Background: an optimization exercise with open tools, aiming at small area, a short achievable clock period and few clock cycles. Do not read the settings as production practice.
In this exercise RTL edits were held to simulation tests only and were not proved equivalent to the original.
Power figures rest on the tool's default switching activity, not on a simulated workload.

## mips_multi
module mips_multi(
	input clk, rst,
	output [29:0] mem_addr,
	output mem_we,
	output [31:0] mem_wdata,
	input [31:0] mem_rdata
    );
	reg  [29:0] fpc;             
	reg         d_v;             
	reg  [31:0] d_ir;            
	reg  [31:1] d_sa, d_sb;      
	reg         e_wr;            
	reg         e_lwwr;          
	reg         e_sw, e_beq;     
	reg         e_sub, e_add, e_and, e_or, e_nor, e_slt;
	reg  [31:0] e_a, e_b;
	reg  [31:0] e_sd;            
	reg  [4:0]  e_rd;
	reg  [29:0] e_bt;            
	reg         e_bi0, e_bi1;    
	reg         m_v, m_sw;       
	reg  [29:0] ar;              
	reg         x_ld, x_we;      
	reg  [4:0]  x_rd;
	reg  [31:0] w_d;             
	reg  [31:0] rf [1:31];       
	reg  [31:1] rv;              
	wire        wr_en = x_ld | x_we;
	wire [31:0] wr_d  = x_ld ? mem_rdata : w_d;
	genvar g;
	generate
		for (g = 1; g < 32; g = g + 1) begin : regs
			wire we = wr_en & (x_rd == g);
			always @(posedge clk)
				if (we) rf[g] <= wr_d;
			always @(posedge clk or posedge rst)
				if (rst) rv[g] <= 1'b0;
  ...
For scale: about 4,700 cells after synthesis, ~1,400 flip-flops, ~61,000 sq um of cells after synthesis.
clock: 8.5 ns
lec_check: 0
cap_margin: 20
core_margin: 2
core_utilization: 50
cts_cluster_diameter: 80
cts_cluster_size: 24
slew_margin: 20
tns_end_percent: 100
standard.sh (not shown) runs the stock make flow with config.mk's settings and CLKGATE_MAP_FILE= SYNTH_SCRIPT=/design/flow/synth_recipe.tcl, a recipe that flattens the netlist after the stock synthesis.
==> flow/flow/run.sh <==
#!/bin/bash
set -euo pipefail
bash standard.sh SETUP_SLACK_MARGIN=5.5 finish > standard.log 2>&1
The baseline passed the timing, DRC and antenna checks.
Testbench counts at the start, summed over its fixed seeds: cycles 61,336.
Change:
==> flow/flow/run.sh (replaced) <==
#!/bin/bash
set -euo pipefail
bash standard.sh SETUP_SLACK_MARGIN=5.4 finish > standard.log 2>&1
=> Hold slack degrades by 21 ps; final area goes down by about 1.5%; global-route usage stays flat.

========
The RTL this note starts from:
==> flow/design.v <==
`timescale 1ns / 1ps
`timescale 1ns / 1ps
`timescale 1ns / 1ps
`timescale 1ns / 1ps
`timescale 1ns / 1ps
`timescale 1ns / 1ps
module mips_multi(
	input clk, rst,
	output [29:0] mem_addr,
	output mem_we,
	output [31:0] mem_wdata,
	input [31:0] mem_rdata
    );
	reg  [29:0] fpc;             
	reg         d_v;             
	reg  [31:0] d_ir;            
	reg  [31:1] d_sa, d_sb;      
	reg         e_wr;            
	reg         e_lwwr;          
	reg         e_sw, e_beq;     
	reg         e_sub, e_add, e_and, e_or, e_nor, e_slt;
	reg  [31:0] e_a, e_b;
	reg  [31:0] e_sd;            
	reg  [4:0]  e_rd;
	reg  [29:0] e_bt;            
	reg         e_bi0, e_bi1;    
	reg         m_v, m_sw;       
	reg  [29:0] ar;              
	reg         x_ld, x_we;      
	reg  [4:0]  x_rd;
	reg  [31:0] w_d;             
	reg  [31:0] rf [1:31];       
	reg  [31:1] rv;              
	wire        wr_en = x_ld | x_we;
	wire [31:0] wr_d  = x_ld ? mem_rdata : w_d;
	genvar g;
	generate
		for (g = 1; g < 32; g = g + 1) begin : regs
			wire we = wr_en & (x_rd == g);
			always @(posedge clk)
				if (we) rf[g] <= wr_d;
			always @(posedge clk or posedge rst)
				if (rst) rv[g] <= 1'b0;
				else if (we) rv[g] <= 1'b1;
		end
	endgenerate
	wire [5:0] op  = d_ir[31:26];
	wire [4:0] rs  = d_ir[25:21];
	wire [4:0] rt  = d_ir[20:16];
	wire [4:0] rd  = d_ir[15:11];
	wire [5:0] fn  = d_ir[5:0];
	wire d_r   = (op == 6'h00);
	wire d_lw  = (op == 6'h23);
	wire d_sw  = (op == 6'h2B);
	wire d_beq = (op == 6'h04);
	wire d_ub  = d_beq & (rs == rt);         
	wire f_sub = d_r & (fn == 6'h22);
	wire f_and = d_r & (fn == 6'h24);
	wire f_or  = d_r & (fn == 6'h25);
	wire f_nor = d_r & (fn == 6'h27);
	wire f_slt = d_r & (fn == 6'h2A);
	wire [4:0] d_dst = d_r ? rd : rt;
	wire d_use_rt = d_r | d_sw | d_beq;
	wire [29:0] d_bt = fpc + {{14{d_ir[15]}}, d_ir[15:0]};
	wire d_bi0 = (d_ir[15:0] == 16'd0);
	wire d_bi1 = (d_ir[15:0] == 16'd1);
	wire [31:0] bx = e_b;
	wire [31:0] p0 = e_a ^ bx;
	wire [31:0] gk [0:5];
	wire [31:0] pk [0:5];
	assign gk[0] = (e_a & bx) | {31'b0, p0[0] & e_sub};
	assign pk[0] = p0;
	genvar l, k;
	generate
		for (l = 0; l < 5; l = l + 1) begin : pfx
			for (k = 0; k < 32; k = k + 1) begin : bt
				if (k >= (1 << l)) begin : m
					assign gk[l+1][k] = gk[l][k] | (pk[l][k] & gk[l][k - (1 << l)]);
					assign pk[l+1][k] = pk[l][k] & pk[l][k - (1 << l)];
				end else begin : c
					assign gk[l+1][k] = gk[l][k];
					assign pk[l+1][k] = pk[l][k];
				end
			end
		end
	endgenerate
	wire [32:0] sum = {gk[5][31], p0 ^ {gk[5][30:0], e_sub}};
	wire [31:0] alu = ({32{e_add}} & sum[31:0])
	                | ({32{e_and}} & (e_a & e_b))
	                | ({32{e_or}}  & (e_a | e_b))
	                | ({32{e_nor}} & ~(e_a | e_b))
	                | {31'b0, e_slt & ~sum[32]};
	wire taken  = e_beq & (e_a == e_b);
	wire kill_d = taken & ~e_bi0;             
	wire e_redir = kill_d & ~(e_bi1 & d_v);   
	wire stall = d_v & e_lwwr & ~d_ub &
	             ((e_rd == rs) | (d_use_rt & (e_rd == rt)));
	wire d_redir = d_v & d_ub & ~d_bi0 & ~kill_d;
	wire fetch   = ~m_v & ~(d_v & stall);
	wire squash  = e_redir | d_redir;
	wire [29:0] fpc1 = fpc + 30'd1;
	wire f_j = (mem_rdata[31:26] == 6'h02);
	wire [29:0] fpc_n = e_redir ? e_bt :
	                    d_redir ? d_bt :
	                    ~fetch  ? fpc :
	                    f_j     ? {fpc1[29:26], mem_rdata[25:0]} : fpc1;
	wire d_go = d_v & ~stall & ~kill_d & ~d_ub;    
	reg  [31:0] rf_a, rf_b;
	integer i;
	always @* begin
		rf_a = 32'b0;
		rf_b = 32'b0;
		for (i = 1; i < 32; i = i + 1) begin
			rf_a = rf_a | ({32{rv[i] & d_sa[i]}} & rf[i]);
			rf_b = rf_b | ({32{rv[i] & d_sb[i]}} & rf[i]);
		end
	end
	wire [31:0] va = (e_wr & (e_rd == rs)) ? alu :
	                 (wr_en & (x_rd == rs)) ? wr_d : rf_a;
	wire [31:0] vb = (e_wr & (e_rd == rt)) ? alu :
	                 (wr_en & (x_rd == rt)) ? wr_d : rf_b;
	assign mem_addr  = ar;
	assign mem_we    = m_sw;
	assign mem_wdata = w_d;
	always @(posedge clk or posedge rst) begin
		if (rst) begin
			fpc <= 30'b0;
			ar <= 30'b0;
			d_v <= 1'b0;
			e_wr <= 1'b0; e_lwwr <= 1'b0; e_sw <= 1'b0; e_beq <= 1'b0;
			m_v <= 1'b0; m_sw <= 1'b0;
			x_ld <= 1'b0; x_we <= 1'b0;
		end else begin
			fpc <= fpc_n;
			ar  <= (e_lwwr | e_sw) ? sum[31:2] : fpc_n;
			if (!(d_v & stall & ~kill_d))
				d_v <= fetch & ~squash & ~f_j;
			e_wr   <= d_go & d_r & (rd != 5'd0);
			e_lwwr <= d_go & d_lw & (rt != 5'd0);
			e_sw   <= d_go & d_sw;
			e_beq  <= d_go & d_beq;
			m_v  <= e_lwwr | e_sw;
			m_sw <= e_sw;
			x_ld <= e_lwwr;
			x_we <= e_wr;
		end
	end
	always @(posedge clk) begin
		if (!(d_v & stall)) begin
			d_ir <= mem_rdata;
			for (i = 1; i < 32; i = i + 1) begin
				d_sa[i] <= (mem_rdata[25:21] == i);
				d_sb[i] <= (mem_rdata[20:16] == i);
			end
		end
		e_a   <= va;
		e_b   <= ((d_lw | d_sw) ? {{16{d_ir[15]}}, d_ir[15:0]} : vb) ^ {32{f_sub | f_slt}};
		e_sd  <= vb;
		e_rd  <= d_dst;
		e_bt  <= d_bt;
		e_bi0 <= d_bi0;
		e_bi1 <= d_bi1;
		e_sub <= f_sub | f_slt;
		e_add <= ~(f_and | f_or | f_nor | f_slt);
		e_and <= f_and;
		e_or  <= f_or;
		e_nor <= f_nor;
		e_slt <= f_slt;
		x_rd  <= e_rd;
		w_d   <= e_sw ? e_sd : alu;
	end
endmodule
clock: 8.5 ns
lec_check: 0
cap_margin: 20
core_margin: 2
core_utilization: 50
cts_cluster_diameter: 80
cts_cluster_size: 20
slew_margin: 20
tns_end_percent: 100
==> flow/flow/run.sh <==
#!/bin/bash
set -euo pipefail
bash standard.sh SETUP_SLACK_MARGIN=5.4 finish > standard.log 2>&1
Testbench counts at the start, summed over its fixed seeds: cycles 61,336.
Edit:
==> flow/flow/run.sh (replaced) <==
#!/bin/bash
set -euo pipefail
bash standard.sh SETUP_SLACK_MARGIN=5.5 finish > standard.log 2>&1
CORE_UTILIZATION = 40   (was 50)
CTS_CLUSTER_SIZE = 24   (was 20)
What happened: The new run finished clean; wire length went up by about 1.3%; total power barely changes; core utilization decreases by 11 points; register-to-register slack gains 0.14 ns.

-- re-timing with driven ports --
How much do the figures lean on ideal ports? The routed layouts below were timed once more, with nothing changed but the port constraints.
Step 1 (the two cells are an assumption about what drives the block):
set clk [get_ports {clk}]
set_driving_cell -lib_cell sky130_fd_sc_hd__clkbuf_16 $clk
set_driving_cell -lib_cell sky130_fd_sc_hd__buf_2 [delete_from_list [all_inputs] $clk]
Step 2, shift: input delay + t, output delay - t, t = (earliest + latest rising clock arrival at the registers) / 2. This alone moves slack from input paths to output paths.
Three values: ideal ports, drivers, drivers and shift; two values: the first two.
run	t (ns)	slack for setup (ns)	worst setup path at the end	worst slew at a driven data input, ns	cell pins on the clock port's net
the first run of note 1	0.782	5.361 / 5.361 / 4.777	input to register	0.04	1
the second run of note 1	0.772	5.314 / 5.287 / 4.694	input to register	0.10	1
the first run of note 2	0.798	5.215 / 5.215 / 4.642	input to register	0.10	1
the second run of note 2	0.798	5.354 / 5.321 / 4.673	input to register	0.05	1
After both steps setup and hold are still met in every run listed. For the second run of note 2, which loses most, drivers alone change the setup slack by -0.033 ns; drivers and shift together by -0.681 ns.
